What follows belongs to an exercise in optimizing a design on an open flow for small area and a short achievable clock period; a production flow would make more cautious choices.
The RTL was checked by simulation tests, not by an equivalence proof against the original design.
No activity file was given, so power comes from the tool's default toggle rates.

## design/flow/design.v

```verilog
module alu(
    input  logic [63:0] a,
    input  logic [63:0] b,
    input  logic [3:0]  alu_op,
    output logic [63:0] result
);
    localparam ALU_ADD     = 4'b0000;
    localparam ALU_SUB     = 4'b0001;
    localparam ALU_SH1ADD  = 4'b0010;
    localparam ALU_SH2ADD  = 4'b0011;
    localparam ALU_SH3ADD  = 4'b0100;
    always_comb begin
        case(alu_op)
            ALU_ADD:     result = a + b;
            ALU_SUB:     result = a - b;
            ALU_SH1ADD:  result = a + (b << 1);
            ALU_SH2ADD:  result = a + (b << 2);
            ALU_SH3ADD:  result = a + (b << 3);
            default:     result = 0;
        endcase
    end
endmodule
module control(
    input  logic [6:0] opcode,
    input  logic [2:0] funct3,
    input  logic [6:0] funct7,
    output logic       mem_read,
    output logic       mem_write,
    output logic [3:0] alu_op
);
    localparam ALU_ADD     = 4'b0000;
    localparam ALU_SUB     = 4'b0001;
    localparam ALU_SH1ADD  = 4'b0010;
    localparam ALU_SH2ADD  = 4'b0011;
    localparam ALU_SH3ADD  = 4'b0100;
    always_comb begin
        mem_read  = 0;
        mem_write = 0;
        alu_op    = ALU_ADD;
        case (opcode)
            7'b0000011: mem_read = 1;         
            7'b0100011: mem_write = 1;        
            7'b0110011: begin                  
                case ({funct7, funct3})
                    10'b0000000000: alu_op = ALU_ADD;
                    10'b0100000000: alu_op = ALU_SUB;
                    10'b0010000010: alu_op = ALU_SH1ADD;
                    10'b0010000100: alu_op = ALU_SH2ADD;
                    10'b0010000110: alu_op = ALU_SH3ADD;
                    default: alu_op = ALU_ADD;
                endcase
            end
        endcase
    end
endmodule
module regfile(
    input  logic        clk,
    input  logic        we,
    input  logic [4:0]  ra1, ra2, wa,
    input  logic [63:0] wd,
    output logic [63:0] rd1, rd2
);
    logic [63:0] regs[31:0];
    assign rd1 = (ra1 == 5'd0) ? 64'd0 : regs[ra1];
    assign rd2 = (ra2 == 5'd0) ? 64'd0 : regs[ra2];
    always_ff @(posedge clk) begin
        if (we && wa != 0)
            regs[wa] <= wd;
    end
endmodule
module rv64_core (
    input  logic        clk,
    input  logic        reset,
    output logic [63:0] imem_addr,
    input  logic [31:0] imem_rdata,
    output logic        dmem_we,
    output logic [63:0] dmem_addr,
    output logic [63:0] dmem_wdata,
    input  logic [63:0] dmem_rdata
);
    logic [63:0] pc;
    always_ff @(posedge clk or posedge reset) begin
        if (reset) begin
            pc <= 64'h80000000;  
        end else begin
            pc <= pc + 4;  
        end
    end
    assign imem_addr = pc;
    logic [6:0] opcode;
    logic [2:0] funct3;
    logic [6:0] funct7;
    logic [4:0] rd_addr;
    logic [4:0] rs1_addr;
    logic [4:0] rs2_addr;
    assign opcode   = imem_rdata[6:0];
    assign funct3   = imem_rdata[14:12];
    assign funct7   = imem_rdata[31:25];
    assign rd_addr  = imem_rdata[11:7];
    assign rs1_addr = imem_rdata[19:15];
    assign rs2_addr = imem_rdata[24:20];
    logic       mem_read_ctrl;
    logic       mem_write_ctrl;
    logic [3:0] alu_op_ctrl;
    logic       reg_wr_en;
    assign reg_wr_en = (opcode == 7'b0110011) || mem_read_ctrl;
    control control_unit (
        .opcode(opcode),
        .funct3(funct3),
        .funct7(funct7),
        .mem_read(mem_read_ctrl),
        .mem_write(mem_write_ctrl),
        .alu_op(alu_op_ctrl)
    );
    logic [63:0] rs1_data;
    logic [63:0] rs2_data;
    logic [63:0] alu_result;
    logic [63:0] wb_data;
    assign wb_data = mem_read_ctrl ? dmem_rdata : alu_result;
    regfile reg_file (
        .clk(clk),
        .we(reg_wr_en),
        .ra1(rs1_addr),
        .ra2(rs2_addr),
        .wa(rd_addr),
        .wd(wb_data),     
        .rd1(rs1_data),
        .rd2(rs2_data)
    );
    alu alu_unit (
        .a(rs1_data),
        .b(rs2_data),
        .alu_op(alu_op_ctrl),
        .result(alu_result)
    );
    assign dmem_we    = mem_write_ctrl;
    assign dmem_addr  = alu_result;  
    assign dmem_wdata = rs2_data;    
endmodule
```

## design/flow/config.mk

```make
export PLATFORM = sky130hd
export DESIGN_NAME = rv64_core
export DESIGN_NICKNAME = rv64_core
export VERILOG_FILES = /design/flow/design.v
export SDC_FILE = /design/flow/constraint.sdc
export NUM_CORES = 4
export LEC_CHECK = 0
export CAP_MARGIN = 20
export CORE_MARGIN = 2
export CORE_UTILIZATION = 40
export SLEW_MARGIN = 20
```

## design/flow/run.sh

```bash
#!/bin/bash
# synth_recipe.tcl (not shown) runs the flow's synth.tcl, then flattens the netlist and writes it again
# the make line also repeats each setting of config.mk as NAME=value (left out here)
make -C /OpenROAD-flow-scripts/flow DESIGN_CONFIG=/design/flow/config.mk WORK_HOME=/design/flow/orfs CLKGATE_MAP_FILE= SYNTH_SCRIPT=/design/flow/synth_recipe.tcl finish
```

## design/flow/constraint.sdc

```tcl
create_clock -name core_clock -period 15.0 [get_ports {clk}]
set_input_delay 3.0000 -clock core_clock [delete_from_list [all_inputs] [get_ports {clk}]]
set_output_delay 3.0000 -clock core_clock [all_outputs]
set_load 0.01 [all_outputs]
```

==> flow_summary.ini, run 1 <==
[grt]
grt_pass1_wl_um = 618000
grt_start_max_net_pins = 100
overflow = 0
grt_pass1_vias = 78600
grt_usage_pct = 29.9
grt_antenna_before_repair = 30

[clocking]
clk_latency_ns = 0.92
cts.sink_count = 2107
ctsHoldBuffers = 0
clk_path_buf_depth = 4
cts_max_level = 4
numCtsBuffers = 215
clk_pin_slew_ns = 0.06
ctsRootBufferMaster = clkbuf_16
cts_tree = built

[final_layout]
final_common_cell = edfxtp_1
fin_cells = 12100
final_cell_mix = edfxtp_1 (2045), mux4_2 (1015), buf_4 (398)
multi_input_area_um2 = 50400
area_growth_syn_to_layout_pct = 14.1
drive_above_1_share_pct = 23.7
final-seq-area_um2 = 63000
fin_nets = 8447
fillCellCount = 24800

[critical_path]
cp_max_fo = 67
r2r_cells = 28
slowest_stage = mux2i_1
r2r_slack_ns = 6.66
rr_startpoint = reg_file.regs[25][8]
critPathBufInv = 3
path_delay_family = compound AO/OA/AOI/OAI gates
worst_ep_required_time_ns = 12.00
crit-reg2reg-capture = reg_file.regs[15][60]
path_cells = buf_8, buf_12, mux4_2, mux4_2, mux2i_1, nor2_1, ha_1, and2_1, o21ai_0, a311oi_1, a32o_1, a31oi_1, a2111o_1, a211oi_1, o21ai_1, mux2i_1, o22ai_1, nor3_1, nand2_1, clkdlybuf4s50_1
slowest_delay_ns = 0.77
critPathLaunchType = primary input
worst-setup-path-type = primary input to output pin
cp.arrival_ns = 11.59
crit_path_end_kind = output pin

[logic_synthesis]
synth-compound-area-share_pct = 8.36
synth_top_family_by_area = multiplexers
synthAdderAreaFrac_pct = 2.71
synth_warnings = 4
synth-seq-cells = 2107
synthTopCellsByArea = edfxtp_1 (53%), mux4_2 (20%), mux2i_1 (3.0%)
synth_top_area_share_pct = 53.2
syn_area_um2 = 116000
synth_top_area_cell = edfxtp_1
synthCells = 7598
synth_mux_area_share_pct = 23.2
async_flop_share_pct = 2.94
yosysSeqAreaShare_pct = 54.5
synthXorXnorAreaFrac_pct = 2.63
synth_cell_type_count = 113
avgSynthCellArea_um2 = 15.2
synthFlopType = edfxtp_1
synthSimpleGateAreaFrac_pct = 5.97
synth-edff-count = 2045

[die]
core.rowCount = 197
io-pin-count = 291
die_height_um = 541
start_util_pct = 40.2
dieArea_um2 = 293000
die_x_um = 541
core_area_um2 = 288000

[sta]
relSlewSlack_pct = 20.6
worst_pin_slew_ns = 1.18
hold_viol = 0
fmax_ghz = 0.0686
fin_crit_ns = 14.59
grt_setup_unrepaired = no
setup_viol = 0
fin_crit_sh_pct = 97.2
drv_slew = 0
final.setup_skew_ns = 0.0730
fin_tns_setup_ns = 0

[run_status]
run_status = no timing/DRC/antenna violations

[min_path]
hold_path_class = flop to flop
min_path_cells = 1
worstHoldStart = pc[63]
min_to = pc[63]

[power_and_ir_drop]
p_comb_share_pct = 28.6
p_int_mw = 12.2
p_sw_mw = 5.90
swShare_pct = 32.5
p_clk_share_pct = 29.9
power_density_nw_per_um2 = 138
peakVddDrop_v = 0.000115
p_leak_nw = 44.8
pwr-share-seq_pct = 41.5

[route]
drc_errors = 0
wirelength_um = 449000
vias = 80700
firstDrtPassIters = 6
wire_per_inst_um = 37.2
drtIter0Drc = 12200
drtAntennaViolNets = 0
avgViaCountPerCell = 6.69

[placement]
place_congestion = 1.01
detailed_place_hpwl_um = 303000
port_buffers = 288
placedCellCount = 11700

[flow_run]
drv_cap = 0
-- routing by layer --
layer / vias up / track usage (%) / part of all wire (%)
met4: 4 / 11.9 / 4.4
met1: 42100 / 39.9 / 38
met5: - / 0 / 0.0056
li1: 32200 / - / -
met3: 896 / 7.25 / 12
met2: 5579 / 47.1 / 46
-- worst max-delay path by stage --
stage,end,slack (ns),start,cells past startpoint
5_1_grt,dmem_addr[62],0.002,imem_rdata[20],31
3_5_place_dp,dmem_addr[62],0.57,imem_rdata[20],31
3_3_place_gp,dmem_addr[62],0.59,imem_rdata[20],30
4_1_cts,dmem_addr[62],0.56,imem_rdata[20],31
6_report,dmem_addr[55],0.41,imem_rdata[15],20
2_1_floorplan,dmem_addr[62],2.10,imem_rdata[15],27
-- timing repair --
item                                    CTS  global route
setup buffers                             0             0
gates resized for setup                   0             1
endpoints found under the setup margin    0             1
-- logic make-up after synthesis --
group,Yosys count
multiplexers,1408
buffers and inverters,599
other,1
adder cells (fa/ha/maj),250
flip-flops,2107
XOR/XNOR,346
AO/OA/AOI/OAI,1455
AND/OR/NAND/NOR,1432
-- through the flow --
step                      power, mW  area [um2]  utilization, %  hold slack, ns  worst slack (ns)
after global routing           18.6      132000            45.8           0.480           0.00242
after floorplan                10.4      116000               -           0.504              2.10
final                          18.1      132000            45.8           0.464             0.415
after detailed placement       12.7      125000            43.4           0.459             0.568
after global placement         12.6      125000            43.4           0.460             0.586
after CTS                      18.0      132000            45.8           0.469             0.561
-- sequential cells by signal (all words and copies together) (netlist names) --
name / count
pc: 62
reg_file.regs: 2045
-- power groups by stage --
stage	clock network, mW	registers (mW)	logic, mW
CTS	5.46	7.52	5.02
detailed placement	0	7.65	5.01
global route	5.66	7.53	5.45
finish	5.41	7.53	5.19
global placement	0	7.64	4.95
floorplan	0	7.64	2.80
-- layout make-up --
type                            instances  area share, %
Sequential cell                      2107           47.8
Tap cell                             3781           3.59
Multi-Input combinational cell       4954           38.2
Inverter                              124          0.354
Timing Repair Buffer                  709           4.83
Antenna cell                            5        0.00949
Clock buffer                          263           4.30
Clock inverter                        123          0.953
-- cell usage after synthesis (51+ instances only) --
library cell     n
nor3_1          63
and3_1          59
a22oi_1        157
a21oi_1        385
edfxtp_1      2045
nand4_1         89
a21o_1         144
inv_1          121
nand3_1        120
ha_1           234
buf_2          108
nand2_1        373
clkbuf_1       220
buf_1           51
o22ai_1         58
mux2i_1        349
o21ai_0        228
xnor2_1        229
xor2_1         116
mux4_2        1015
nor2_1         445
dfrtp_1         61
==> run 2: changes to the inputs <==
==> design/flow/design.v (replaced) <==
module alu(
    input  logic [63:0] a,
    input  logic [63:0] b,
    input  logic        sub,
    input  logic [1:0]  sh,
    output logic [63:0] result
);
    logic [63:0] bop;
    logic [64:0] sum;
    always_comb begin
        case (sh)
            2'd0:    bop = b;
            2'd1:    bop = {b[62:0], 1'b0};
            2'd2:    bop = {b[61:0], 2'b0};
            default: bop = {b[60:0], 3'b0};
        endcase
        if (sub)
            bop = ~b;
    end
    assign sum    = {a, 1'b1} + {bop, sub};
    assign result = sum[64:1];
endmodule
module control(
    input  logic [6:0] opcode,
    input  logic [2:0] funct3,
    input  logic [6:0] funct7,
    output logic       mem_read,
    output logic       mem_write,
    output logic       reg_write,
    output logic       sub,
    output logic [1:0] sh
);
    logic rtype;
    always_comb begin
        rtype     = (opcode == 7'b0110011);
        mem_read  = (opcode == 7'b0000011);
        mem_write = (opcode == 7'b0100011);
        reg_write = rtype | mem_read;
        sub       = rtype && ({funct7, funct3} == 10'b0100000_000);
        sh        = 2'd0;
        if (rtype && funct7 == 7'b0010000 && funct3[0] == 1'b0 && funct3 != 3'b000)
            sh = funct3[2:1] == 2'b01 ? 2'd1 : (funct3[2:1] == 2'b10 ? 2'd2 : 2'd3);
    end
endmodule
module regfile(
    input  logic        clk,
    input  logic        we,
    input  logic [4:0]  ra1, ra2, wa,
    input  logic [63:0] wd,
    output logic [63:0] rd1, rd2
);
    logic [31:1][63:0] regs;
    logic [31:1]       sel1, sel2, wsel;
    always_comb begin
        for (int r = 1; r < 32; r++) begin
            sel1[r] = (ra1 == r[4:0]);
            sel2[r] = (ra2 == r[4:0]);
            wsel[r] = we && (wa == r[4:0]);
        end
    end
    always_comb begin
        rd1 = '0;
        rd2 = '0;
        for (int r = 1; r < 32; r++) begin
            rd1 = rd1 | ({64{sel1[r]}} & regs[r]);
            rd2 = rd2 | ({64{sel2[r]}} & regs[r]);
        end
    end
    genvar g;
    generate
        for (g = 1; g < 32; g++) begin : gen_reg
            always_ff @(posedge clk) begin
                if (wsel[g])
                    regs[g] <= wd;
            end
        end
    endgenerate
endmodule
module rv64_core (
    input  logic        clk,
    input  logic        reset,
    output logic [63:0] imem_addr,
    input  logic [31:0] imem_rdata,
    output logic        dmem_we,
    output logic [63:0] dmem_addr,
    output logic [63:0] dmem_wdata,
    input  logic [63:0] dmem_rdata
);
    logic [63:0] pc;
    always_ff @(posedge clk or posedge reset) begin
        if (reset)
            pc <= 64'h80000000;
        else
            pc <= pc + 4;
    end
    assign imem_addr = pc;
    logic       mem_read, mem_write, reg_write, sub;
    logic [1:0] sh;
    control control_unit (
        .opcode(imem_rdata[6:0]),
        .funct3(imem_rdata[14:12]),
        .funct7(imem_rdata[31:25]),
        .mem_read(mem_read),
        .mem_write(mem_write),
        .reg_write(reg_write),
        .sub(sub),
        .sh(sh)
    );
    logic [63:0] rs1_data, rs2_data, alu_result, wb_data;
    assign wb_data = mem_read ? dmem_rdata : alu_result;
    regfile reg_file (
        .clk(clk),
        .we(reg_write),
        .ra1(imem_rdata[19:15]),
        .ra2(imem_rdata[24:20]),
        .wa(imem_rdata[11:7]),
        .wd(wb_data),
        .rd1(rs1_data),
        .rd2(rs2_data)
    );
    alu alu_unit (
        .a(rs1_data),
        .b(rs2_data),
        .sub(sub),
        .sh(sh),
        .result(alu_result)
    );
    assign dmem_we    = mem_write;
    assign dmem_addr  = alu_result;
    assign dmem_wdata = rs2_data;
endmodule
==> flow_summary.ini, run 2 <==
[final_layout]
top_register = reg_file.regs
fin_area_um2 = 107000
fin_nets = 7223
final_common_cell = edfxtp_1
postLayoutCoreUtil_pct = 47.1
final_cell_mix = edfxtp_1 (1984), a22oi_1 (1378), nand2_1 (408)
drive_above_1_share_pct = 11.6
largest_reg_flops = 1984
area_growth_syn_to_layout_pct = 17.2
largestRegisters = reg_file.regs x1984, pc x62

[power_and_ir_drop]
power_density_nw_per_um2 = 149
p_leak_nw = 35.4
peakVddDrop_v = 0.000105

[logic_synthesis]
synthFlopType = edfxtp_1
synth-edff-count = 1984
avgSynthCellArea_um2 = 13.6
synthMostInstantiatedCell = edfxtp_1
synth_top_area_cell = edfxtp_1
synth_cell_type_count = 77
synth_warnings = 4
synth-seq-cells = 2046
yosysSeqAreaShare_pct = 66.8
synth_top_area_share_pct = 65.1
syn_area_um2 = 91500
async_flop_share_pct = 3.03
synthTopCellsByArea = edfxtp_1 (65%), a22oi_1 (11%), a221oi_1 (1.9%)
yosys-top-cells-count = edfxtp_1 (1984), a22oi_1 (1378), nand2_1 (410)
synthCells = 6736

[critical_path]
critPathBufInv = 4
path_delay_family = simple AND/OR/NAND/NOR gates
critPathLaunchType = primary input
r2r_cells = 20
cp.arrival_ns = 12.03
slowest_stage = nor2_4
rr_startpoint = reg_file.regs[142]
crit_top_cell = nand4_1
path_cells = clkdlybuf4s50_1, nand3b_1, nor2_4, buf_4, a22oi_1, nand4_1, nor3_1, nand2_1, mux2i_1, a221oi_1, a21o_1, ha_1, nand4_1, nor2_1, nand4_1, a21oi_1, o2111ai_1, a21oi_1, o21ai_0, buf_4, a31o_2, xnor2_1, clkdlybuf4s50_1
slowest_delay_ns = 0.94
crit_path_end_kind = output pin
crit-reg2reg-capture = reg_file.regs[1975]
worst-setup-path-type = primary input to output pin
cp_max_fo = 25
worst_ep_required_time_ns = 12.00
r2r_slack_ns = 7.26

[route]
firstDrtPassIters = 13
avgViaCountPerCell = 8.01
wirelength_um = 526000
vias = 82400
drtAntennaViolNets = 0
wire_per_inst_um = 51.1
drtIter0Drc = 22500
drc_errors = 0

[grt]
grt_pass1_wl_um = 682000
overflow = 0
grt_pass1_vias = 74800
grt_antenna_before_repair = 47
grt_start_max_net_pins = 65
grt_usage_pct = 43.6

[die]
io-pin-count = 291
core_area_um2 = 227000
start_util_pct = 40.2
core.rowCount = 175
die_height_um = 482
dieArea_um2 = 233000
die_x_um = 482

[sta]
fmax_ghz = 0.0665
finalWorstSetupSlack_ns = -0.0328
relSlewSlack_pct = 10.4
final.setup_skew_ns = 0.0511
worst_pin_slew_ns = 1.34
fin_tns_setup_ns = -0.0328
drv_slew = 0
fin_crit_sh_pct = 100
setup_viol = 1
hold_viol = 0
grt_setup_unrepaired = no
fin_crit_ns = 15.03

[run_status]
run_status = complete, but fails checks
so.violations = setup timing

[clocking]
ctsHoldBuffers = 0
cts_tree = built
clk_pin_slew_ns = 0.06
clk_path_buf_depth = 3
numCtsBuffers = 208
cts_max_level = 4
cts.sink_count = 2046
clk_latency_ns = 0.92
ctsResizeCount = 0
ctsRootBufferMaster = clkbuf_16
post_cts_buffers = 0

[min_path]
min_to = pc[63]
min_path_cells = 1
worstHoldStart = pc[63]
hold_path_class = flop to flop

[placement]
placed_cell_area_um2 = 100000
place_congestion = 1.02
detailed_place_hpwl_um = 305000
port_buffers = 288

[flow_run]
drv_cap = 0
==> run 2: cell count changes in the layout (fill, tap and decap cells not counted), moves of 114 or more <==
| cell | before | now |
|---|---|---|
| buf_4 | 398 | 284 |
| o21ai_0 | 225 | 76 |
| nor2_1 | 382 | 145 |
| mux4_2 | 1015 | 0 |
| nand3_1 | 120 | 272 |
| a221oi_1 | 28 | 201 |
| mux2i_1 | 349 | 21 |
| a22oi_1 | 157 | 1378 |
| nand4_1 | 89 | 205 |
| xnor2_1 | 229 | 76 |
| ha_1 | 234 | 64 |
| a22o_1 | 30 | 193 |
| a21oi_1 | 381 | 192 |
==> run 2: how the worst max path moves through the flow <==
stage          cells after the start             to      startpoint
2_1_floorplan                     23  dmem_addr[49]  imem_rdata[23]
3_3_place_gp                      25  dmem_addr[63]  imem_rdata[21]
3_5_place_dp                      25  dmem_addr[63]  imem_rdata[21]
4_1_cts                           25  dmem_addr[63]  imem_rdata[21]
5_1_grt                           25  dmem_addr[63]  imem_rdata[21]
6_report                          23  dmem_addr[63]  imem_rdata[22]
==> run 2: area by class of cell <==
| type | instances | area (um2) |
|---|---|---|
| fill | 19700 | 120000 |
| inverter | 29 | 113 |
| sequential | 2046 | 61100 |
| timing repair buffer | 629 | 6190 |
| clock inverter | 143 | 1400 |
| antenna | 38 | 95.1 |
| multi-input combinational | 4146 | 29000 |
| tap | 3009 | 3760 |
| clock buffer | 249 | 5520 |
==> run 2: per-stage QoR <==
step	hold WS, ns	setup slack (ns)	instances	power, mW
after floorplan	0.498	4.05	6737	8.86
final	0.473	-0.0328	10300	16.0
after detailed placement	0.467	0.380	9856	10.5
after global placement	0.463	0.436	9853	10.5
after global routing	0.496	0.0821	10300	16.2
after CTS	0.476	0.314	10200	15.7
==> run 2: metal layers <==
metal  up-vias  global-route usage [%]  wire length [um]
met4        48                    34.2             54200
met2     10500                    59.5            206000
met3      3112                    21.1             97900
met5         -                   0.225               430
li1      28900                       -                 -
met1     39800                    52.4            167000
==> run 2: logic make-up (layout without fill, tap and decap cells) <==
family,after synthesis,after routing,share of synthesized area (%)
fa+ha+maj,65,65,0.897
flops,2046,2046,66.8
mux,55,55,0.648
other cells,1,40,0.00410
xor+xnor,124,124,1.20
simple gates,1515,1515,8.32
buf+inv,545,1050,2.34
compound gates,2385,2385,19.8
==> run 2: report_power, final <==
| group | switching, mW | internal, mW | total (mW) | leakage, nW |
|---|---|---|---|---|
| clock | 2.38 | 3.01 | 5.39 | 3.35 |
| sequential | 0.00243 | 7.36 | 7.36 | 18.7 |
| combinational | 2.50 | 0.746 | 3.25 | 13.4 |
==> run 2: worst reg2reg max path: cells and delay by family, from the launching register on <==
| family | cells | cell delay, ns |
|---|---|---|
| AND/OR/NAND/NOR | 9 | 2.55 |
| XOR/XNOR | 1 | 0.76 |
| AO/OA/AOI/OAI | 9 | 3.19 |
| flip-flops | 1 | 0.42 |
| adder cells (fa/ha/maj) | 1 | 0.45 |

## afterwards: timing with drivers on the ports
In the flow no input, the clock included, has a driving cell. The finished layouts below were timed again as built, in two steps. Step 1: set_driving_cell puts a clkbuf_16 on clk and a buf_2 on each other input, an assumption about the parent block. Step 2 times the ports against the registers' clock, not the clock port: input delays grow and output delays shrink by t, the midpoint of the rising clock arrivals with the driver on. Slacks: ideal / step 1 / step 2; pairs: ideal / step 1.
run | t (ns) | setup slack, ns | worst data-port slew with drivers (ns)
run 1 | 0.994 | 0.415 / 0.366 / 0.366 | 0.15
run 2 | 1.002 | -0.033 / -0.056 / -0.056 | 0.09
The setup slack of run 1, which loses most, moves by -0.049 ns with the drivers and by -0.049 ns with both steps.
